Context: an optimization exercise on an open-source flow, tuned for small area, a short achievable clock period and few clock cycles per item. The choices shown serve that exercise and are no tape-out recipe.
Function was checked by simulation only, so behaviour that the tests miss may differ from the original.
No activity file was given, so power comes from the tool's default toggle rates.

== the previous run ==
Design sha512_signer, start of the top module:
module sha512_signer (
    input  wire         clk,
    input  wire         rst_n,
    input  wire [511:0] s_tdata,
    input  wire [63:0]  s_tkeep,
    input  wire [5:0]   s_tid,
    input  wire         s_tlast,
    input  wire         s_tvalid,
    output wire         s_tready,
    output wire [511:0] m_tdata,
    output wire [63:0]  m_tkeep,
    output wire [5:0]   m_tid,
    output wire         m_tlast,
    output wire         m_tvalid,
    input  wire         m_tready
);
==> flow/config.mk <==
export PLATFORM = sky130hd
export DESIGN_NAME = sha512_signer
export DESIGN_NICKNAME = sha512_signer
export VERILOG_FILES = /design/flow/design.v
export SDC_FILE = /design/flow/constraint.sdc
export NUM_CORES = 4
export LEC_CHECK = 0
export CAP_MARGIN = 40
export CORE_MARGIN = 2
export CORE_UTILIZATION = 55
export SLEW_MARGIN = 40
export SYNTH_MEMORY_MAX_BITS = 16384
==> flow/constraint.sdc <==
create_clock -name core_clock -period 11.0 [get_ports {clk}]
set_input_delay 2.2000 -clock core_clock [delete_from_list [all_inputs] [get_ports {clk}]]
set_output_delay 2.2000 -clock core_clock [all_outputs]
set_load 0.01 [all_outputs]
standard.sh (not shown) runs the stock make flow with config.mk's settings and CLKGATE_MAP_FILE= SYNTH_SCRIPT=/design/flow/synth_recipe.tcl, a recipe that flattens the netlist after the stock synthesis.
==> flow/flow/run.sh <==
#!/bin/bash
# The standard layout, with small fast port buffers and timing repair
# aimed below the clock period (the constraints are unchanged).
export BUFFER_PORTS_ARGS="-buffer_cell sky130_fd_sc_hd__buf_2"
export SETUP_SLACK_MARGIN=6
bash standard.sh > standard.log 2>&1
The final layout from the previous run, which completed every stage, passed the timing, design-rule and antenna checks at the end of the flow.
Testbench counts of the previous run, summed over its fixed seeds: cycles 73,956, beats 1,720.
Here is what was changed in the inputs of the current run compared with the previous run.
--- a/flow/design.v
+++ b/flow/design.v
@@ -176,30 +176,30 @@
 endfunction
 function [63:0] chf(input [63:0] x, input [63:0] y, input [63:0] z);
     chf = (x & y) | (~x & z);
 endfunction
 function [63:0] majf(input [63:0] x, input [63:0] y, input [63:0] z);
     majf = (x & y) | (x & z) | (y & z);
 endfunction
 wire [63:0]  ea = v[4], eb = v[5], ec = v[6];
 wire [63:0]  s1e = bsig1(ea), ch1 = chf(ea, eb, ec);
 wire [127:0] t1e = csa(qr, ch1, s1e);
 wire [63:0]  e1  = add64f(t1e[63:0], t1e[127:64]);
-wire [63:0]  hq  = lastc ? H[7] : run ? v[6] : IV[63:0];
-wire [63:0]  dq  = lastc ? H[2] : run ? v[1] : IV[319:256];
+wire [63:0]  hq  = !run ? v[7] : lastc ? H[7] : v[6];
+wire [63:0]  dq  = !run ? v[2] : lastc ? H[2] : v[1];
 wire [127:0] qa  = csa(hq, w[1], (run && !lastc) ? kr : kconst(7'd0));
 wire [127:0] qb  = csa(qa[63:0], qa[127:64], dq);
 wire [63:0]  qn  = add64f(qb[63:0], qb[127:64]);
 wire [63:0]  aa = v[0], ab = v[1], ac = v[2], ad = v[3];
-wire [127:0] x1  = csa(ea, ~ad, majf(aa, ab, ac));
-wire [127:0] y1  = csa(x1[63:0], x1[127:64] | 64'd1, bsig0(aa));
+wire [127:0] x1  = csa(ea, ~ad, bsig0(aa));
+wire [127:0] y1  = csa(x1[63:0], x1[127:64] | 64'd1, majf(aa, ab, ac));
 wire [63:0]  a1  = add64f(y1[63:0], y1[127:64]);
 wire [127:0] m0a = csa(ssig1(w[14]), w[9], ssig0(w[1]));
 wire [127:0] m0b = csa(m0a[63:0], m0a[127:64], w[0]);
 wire [63:0]  wn  = add64(m0b[63:0], m0b[127:64]);
 wire e_step  = c <= 7'd79;                            
 wire a_step  = c <= 7'd80;                            
 wire last    = c == 7'd81;
 wire ff_e    = c >= 7'd77 && c <= 7'd80;
 wire ff_a    = c >= 7'd78;
 reg [63:0] nH [0:7];
 integer q, r;
--- outcome ---
- Every run in the comparison, the current run and the previous run, completed the flow with a clean layout.
- Relative to the previous run, power share of the sequential group decreased by 0.2 points in the current run.
- NOTE via count the previous run->the current run decreased slightly
- Taking the previous run as the reference, in the current run post-cts repair resize count went down 146, total internal power now sits higher, starting DRC count in detailed routing shrank by 2408, core utilization of the finished layout went down.
- Sort the current run and the previous run by worst slack at placement, ascending, and the previous run comes first.
- In the tables for the current run and the previous run, count of clock-buffer cells in the layout reads lower with the previous run.
- Net count of the mapped netlist ended up about 4% higher on the current run than on the previous run.
- Final cycle utilization of the critical path: the current run and the previous run compared, lower one is the current run
- Design area, the current run and the previous run, higher one = the current run.
- Compared with the previous run, in the current run power went up; count of nets after finishing went up.
Testbench counts of the current run, summed over its fixed seeds: cycles 73,956, beats 1,720.

==> port drivers added, routing unchanged <==
Ports are ideal in the flow. The routed layouts listed here were re-timed in OpenROAD.
Step 1 (the two cells are an assumption about what drives the block):
set clk [get_ports {clk}]
set_driving_cell -lib_cell sky130_fd_sc_hd__clkbuf_16 $clk
set_driving_cell -lib_cell sky130_fd_sc_hd__buf_2 [delete_from_list [all_inputs] $clk]
Step 2 moves the port delays by t, midway between the first and last clock arrival at a register: inputs arrive t later, outputs are due t later. That takes back most of the time a late clock gives input paths.
a / b / c = no drivers / after step 1 / after step 2; a / b = the first two.
run | shift t [ns] | setup slack, ns | worst hold slack (ns) | latest minus earliest clock arrival (ns) | slew at the worst register clock pin (ns)
the previous run | 1.029 | 5.248 / 5.248 / 4.931 | 0.241 / 0.241 / 0.241 | 0.139 / 0.138 | 0.08 / 0.08
the current run | 1.010 | 5.586 / 5.586 / 5.151 | 0.246 / 0.246 / 0.246 | 0.130 / 0.129 | 0.09 / 0.09
After both steps every run listed still meets setup and hold. The setup slack of the current run, which loses most, moves by 0.000 ns with the drivers and by -0.435 ns with both steps.
